From an optimization exercise on the open Yosys and OpenROAD flow, aimed at small area; shortcuts taken in it are not production practice. RTL that was checked went through simulation tests only; none was proved equivalent to the original. The flow treats the clock pin as an ideal source. Dropping or thinning the clock tree relies on that and would not hold on a real chip. Power is estimated from default activity; no workload was simulated.

## clock
module clock (
  input clk,
  input reset,
  input switch,
  output [6:0] led_a,
  output [6:0] led_b,
  output [6:0] led_c,
  output [6:0] led_d,
  output [6:0] led_e,
  output [6:0] led_f
);
Size: about 160 cells after synthesis, ~45 I/O pins.
Settings: LEC_CHECK=0, ABC_AREA=1, CAP_MARGIN=20, CELL_PAD_IN_SITES_DETAIL_PLACEMENT=1, CORE_AREA=2 2 66 66, DIE_AREA=0 0 68 68, PLACE_DENSITY=0.4, SLEW_MARGIN=20; clock period 20.0 ns.
standard.sh (not shown) runs the stock make flow with config.mk's settings and CLKGATE_MAP_FILE= SYNTH_SCRIPT=/design/flow/synth_recipe.tcl, a recipe that flattens the netlist after the stock synthesis.
==> flow/flow/run.sh <==
#!/bin/bash
# Standard ORFS flow with three changes:
#  1. the combinational logic of the standard synthesis netlist is re-optimised with
#     ABC's &deepsyn (several seeds, the smallest result is kept); the registers stay
#     exactly as the standard synthesis made them;
#  2. ports are buffered with buf_1;
#  3. after CTS the clock tree is collapsed into one clkbuf_16 (flow/onebuf.tcl).
set -euo pipefail
W=$(pwd)
R=$W/orfs/results/$FLOW_PLATFORM/clock/base
LIB=$FLOW_HOME/platforms/$FLOW_PLATFORM/lib/sky130_fd_sc_hd__tt_025C_1v80.lib

bash standard.sh synth > $W/std_synth.log 2>&1
cp $R/1_2_yosys.v $W/std_netlist.v

reopt() {
  local s=$1
  printf 'strash\ndc2\n&get -n\n&deepsyn -T %s -S %s\n&put\ndch -f\namap\ntopo\n' "$DEEP_T" "$s" > $W/deep_$s.abc
  cat > $W/reopt_$s.ys <<EOF
read_liberty -ignore_miss_func $LIB
read_verilog $W/std_netlist.v
hierarchy -top $FLOW_TOP
setattr -mod -set keep_hierarchy 1 sky130_fd_sc_hd__df*
flatten
opt_clean -purge
abc -script $W/deep_$s.abc -liberty $LIB -dont_use *probe* -dont_use *lpflow* -dont_use *clkbuf* -dont_use *clkinv*
opt_clean -purge
hilomap -singleton -hicell sky130_fd_sc_hd__conb_1 HI -locell sky130_fd_sc_hd__conb_1 LO
select $FLOW_TOP
write_verilog -noattr -noexpr -selected $W/reopt_$s.v
EOF
  yosys -l $W/reopt_$s.log -q $W/reopt_$s.ys > /dev/null 2>&1 || true
  yosys -l $W/reopt_stat_$s.log -q -p "read_liberty -lib $LIB; read_verilog $W/reopt_$s.v; hierarchy -top $FLOW_TOP; tee -o $W/reopt_$s.stat stat -liberty $LIB" > /dev/null 2>&1 || true
}
DEEP_T=${DEEP_T:-60}
for s in 1 2 3 4; do reopt $s & done
wait
best=""; bestA=1e18
for s in 1 2 3 4; do
  [[ -s $W/reopt_$s.v && -s $W/reopt_$s.stat ]] || continue
  a=$(grep "Chip area for module" $W/reopt_$s.stat | tail -1 | awk '{print $NF}')
  [[ -n "$a" ]] || continue
  if python3 -c "import sys; sys.exit(0 if $a < $bestA else 1)"; then best=$s; bestA=$a; fi
done
echo "reopt areas:"; grep -H "Chip area for module" $W/reopt_*.stat || true
echo "best seed $best area $bestA"
if [[ -n "$best" ]]; then
  rm -f $R/1_synth.odb $R/1_synth.sdc
  cp $W/reopt_$best.v $R/1_2_yosys.v
fi

bash standard.sh BUFFER_PORTS_ARGS="-buffer_cell sky130_fd_sc_hd__buf_1" \
  CTS_ARGS="-sink_clustering_enable -repair_clock_nets -dont_use_dummy_load" \
  POST_CTS_TCL=$W/flow/onebuf.tcl ONEBUF_CELL=sky130_fd_sc_hd__clkbuf_16 \
  finish > $W/std_flow.log 2>&1
Other scripts of this flow, unchanged in this note and not shown: flow/flow/onebuf.tcl
The baseline passed the timing, DRC and antenna checks.
Change:
--- a/flow/flow/run.sh
+++ b/flow/flow/run.sh
@@ -2,4 +2,4 @@
 # Standard ORFS flow with three changes:
-#  1. the combinational logic of the standard synthesis netlist is re-optimised with
-#     ABC's &deepsyn (several seeds, the smallest result is kept); the registers stay
+#  1. the combinational logic of the standard synthesis netlist is collapsed and
+#     re-optimised with ABC's &deepsyn (8 seeds, the smallest result is kept); the registers stay
 #     exactly as the standard synthesis made them;
@@ -17,3 +17,3 @@
   local s=$1
-  printf 'strash\ndc2\n&get -n\n&deepsyn -T %s -S %s\n&put\ndch -f\namap\ntopo\n' "$DEEP_T" "$s" > $W/deep_$s.abc
+  printf 'strash\ncollapse\nsop\nstrash\ndc2\n&get -n\n&deepsyn -T %s -S %s\n&put\ndch -f\namap\ntopo\n' "$DEEP_T" "$s" > $W/deep_$s.abc
   cat > $W/reopt_$s.ys <<EOF
@@ -25,3 +25,3 @@
 opt_clean -purge
-abc -script $W/deep_$s.abc -liberty $LIB -dont_use *probe* -dont_use *lpflow* -dont_use *clkbuf* -dont_use *clkinv*
+abc -script $W/deep_$s.abc -liberty $LIB -dont_use *probe* -dont_use *lpflow* -dont_use *clkbuf* -dont_use *clkinv* -dont_use *_0
 opt_clean -purge
@@ -34,7 +34,9 @@
 }
-DEEP_T=${DEEP_T:-60}
+DEEP_T=${DEEP_T:-30}
 for s in 1 2 3 4; do reopt $s & done
 wait
+for s in 13 29 47 71; do reopt $s & done
+wait
 best=""; bestA=1e18
-for s in 1 2 3 4; do
+for s in 1 2 3 4 13 29 47 71; do
   [[ -s $W/reopt_$s.v && -s $W/reopt_$s.stat ]] || continue
What happened: Global-route usage is higher by 0.56 points. Critical path depth is unchanged. Wire length came out higher by 4.0%.
Change:
--- a/flow/flow/run.sh
+++ b/flow/flow/run.sh
@@ -2,4 +2,4 @@
 # Standard ORFS flow with three changes:
-#  1. the combinational logic of the standard synthesis netlist is collapsed and
-#     re-optimised with ABC's &deepsyn (8 seeds, the smallest result is kept); the registers stay
+#  1. the combinational logic of the standard synthesis netlist is re-optimised with
+#     ABC's &deepsyn (several seeds, the smallest result is kept); the registers stay
 #     exactly as the standard synthesis made them;
@@ -17,3 +17,3 @@
   local s=$1
-  printf 'strash\ncollapse\nsop\nstrash\ndc2\n&get -n\n&deepsyn -T %s -S %s\n&put\ndch -f\namap\ntopo\n' "$DEEP_T" "$s" > $W/deep_$s.abc
+  printf 'strash\ndc2\n&get -n\n&deepsyn -T %s -S %s\n&put\ndch -f\namap\ntopo\n' "$DEEP_T" "$s" > $W/deep_$s.abc
   cat > $W/reopt_$s.ys <<EOF
@@ -34,9 +34,7 @@
 }
-DEEP_T=${DEEP_T:-30}
+DEEP_T=${DEEP_T:-60}
 for s in 1 2 3 4; do reopt $s & done
 wait
-for s in 13 29 47 71; do reopt $s & done
-wait
 best=""; bestA=1e18
-for s in 1 2 3 4 13 29 47 71; do
+for s in 1 2 3 4; do
   [[ -s $W/reopt_$s.v && -s $W/reopt_$s.stat ]] || continue
- The new run produced a clean layout
- via count grows by 0.48%
- count of clock-buffer cells in the layout does not change
- die area is unchanged
- total power barely changes
- critical path depth is unchanged
- final area grows by 0.83%
- non-clock buffer count shrinks by 1
- global-route usage shrinks by 0.89 points
- cell count grows by 1.2%
- combinational power grows by about 2%

Setup of the baseline:
Another version of the RTL of clock (not shown whole).
Size in the first run: roughly 250 cells after synthesis, ~23 flip-flops, ~1600 µm² of cells after synthesis.
==> flow/config.mk <==
export PLATFORM = sky130hd
export DESIGN_NAME = clock
export DESIGN_NICKNAME = clock
export VERILOG_FILES = /design/flow/design.v
export SDC_FILE = /design/flow/constraint.sdc
export NUM_CORES = 4
export LEC_CHECK = 0
export ABC_AREA = 1
export CAP_MARGIN = 20
export CORE_MARGIN = 2
export CORE_UTILIZATION = 40
export SLEW_MARGIN = 20
==> flow/constraint.sdc <==
create_clock -name core_clock -period 20.0 [get_ports {clk}]
set_input_delay 4.0000 -clock core_clock [delete_from_list [all_inputs] [get_ports {clk}]]
set_output_delay 4.0000 -clock core_clock [all_outputs]
set_load 0.01 [all_outputs]
run.sh (not shown) runs the stock make flow with config.mk's settings and CLKGATE_MAP_FILE= SYNTH_SCRIPT=/design/flow/synth_recipe.tcl, a recipe that flattens the netlist after the stock synthesis.
Stock flow here: none of the scripts above is used.
The baseline finished all stages; the layout is clean.
Input changes introduced in the candidate (baseline for comparison: the baseline):
==> flow/flow/run.sh (new file) <==
#!/bin/bash
# Standard ORFS flow, with two changes: the combinational logic of the standard
# synthesis netlist is re-optimised with a stronger ABC script (registers are kept
# as the standard synthesis made them), and ports are buffered with buf_1.
set -euo pipefail
W=$(pwd)
R=$W/orfs/results/$FLOW_PLATFORM/clock/base
LIB=$FLOW_HOME/platforms/$FLOW_PLATFORM/lib/sky130_fd_sc_hd__tt_025C_1v80.lib

bash standard.sh synth > $W/std_synth.log 2>&1
cp $R/1_2_yosys.v $W/std_netlist.v

cat > $W/reopt.ys <<EOF
read_liberty -ignore_miss_func $LIB
read_verilog $W/std_netlist.v
hierarchy -top $FLOW_TOP
setattr -mod -set keep_hierarchy 1 sky130_fd_sc_hd__df*
flatten
opt_clean -purge
abc -script $W/flow/deep.abc -liberty $LIB -dont_use *probe* -dont_use *lpflow* -dont_use *clkbuf* -dont_use *clkinv*
opt_clean -purge
hilomap -singleton -hicell sky130_fd_sc_hd__conb_1 HI -locell sky130_fd_sc_hd__conb_1 LO
select $FLOW_TOP
write_verilog -noattr -noexpr -selected $W/reopt_netlist.v
EOF
yosys -l $W/reopt.log -q $W/reopt.ys > /dev/null 2>&1

rm -f $R/1_synth.odb $R/1_synth.sdc
cp $W/reopt_netlist.v $R/1_2_yosys.v
bash standard.sh BUFFER_PORTS_ARGS="-buffer_cell sky130_fd_sc_hd__buf_1" CTS_ARGS="-sink_clustering_enable -repair_clock_nets -buf_list sky130_fd_sc_hd__clkbuf_8 -root_buf sky130_fd_sc_hd__clkbuf_8 -sink_clustering_size 30 -dont_use_dummy_load" finish > $W/std_flow.log 2>&1
==> flow/flow/deep.abc (new file) <==
strash
dc2
&get -n
&deepsyn -T 20
&put
dch -f
amap
topo
==> flow/standard.sh (new file) <==
#!/bin/bash
# synth_recipe.tcl (not shown) runs the flow's synth.tcl, then flattens the netlist and writes it again
# the make line also repeats each setting of config.mk as NAME=value (left out here)
make -C /OpenROAD-flow-scripts/flow DESIGN_CONFIG=/design/flow/config.mk WORK_HOME=/design/flow/orfs CLKGATE_MAP_FILE= SYNTH_SCRIPT=/design/flow/synth_recipe.tcl "${@:-finish}"
removed: flow/run.sh
[summary]
Comparing the candidate and the baseline, final core area utilization is higher on the baseline. The run with more setup slack is the baseline; the candidate has less. Min switching part of the total power across the candidate and the baseline: the candidate. Summary — logic gate share of total power, the candidate relative to the baseline: higher, by 0.8 points.
Function was not checked in any run of this note: the RTL went through the layout flow alone.

-- what the ideal ports hide --
Ports are ideal in the flow. The routed layouts listed here were re-timed in OpenROAD.
Step 1 assumes that a clkbuf_16 drives the clock port and a buf_2 every other input.
Step 2 moves the port delays by t, midway between the first and last clock arrival at a register: inputs arrive t later, outputs are due t later. That takes back most of the time a late clock gives input paths.
a / b / c = no drivers / after step 1 / after step 2; a / b = the first two.
run	t, ns	setup WS [ns]	worst setup path after step 2
the first run of note 1	0.184	10.111 / 10.088 / 10.088	input to output
the second run of note 1	0.182	10.118 / 10.098 / 10.098	input to output
the third run of note 1	0.184	10.082 / 10.062 / 10.062	input to output
the baseline	0.286	10.167 / 10.146 / 10.146	input to output
the candidate	0.278	9.977 / 9.952 / 9.952	input to output
After both steps setup and hold are still met in every run listed. For the candidate, which loses most, drivers alone change the setup slack by -0.025 ns; drivers and shift together by -0.025 ns.
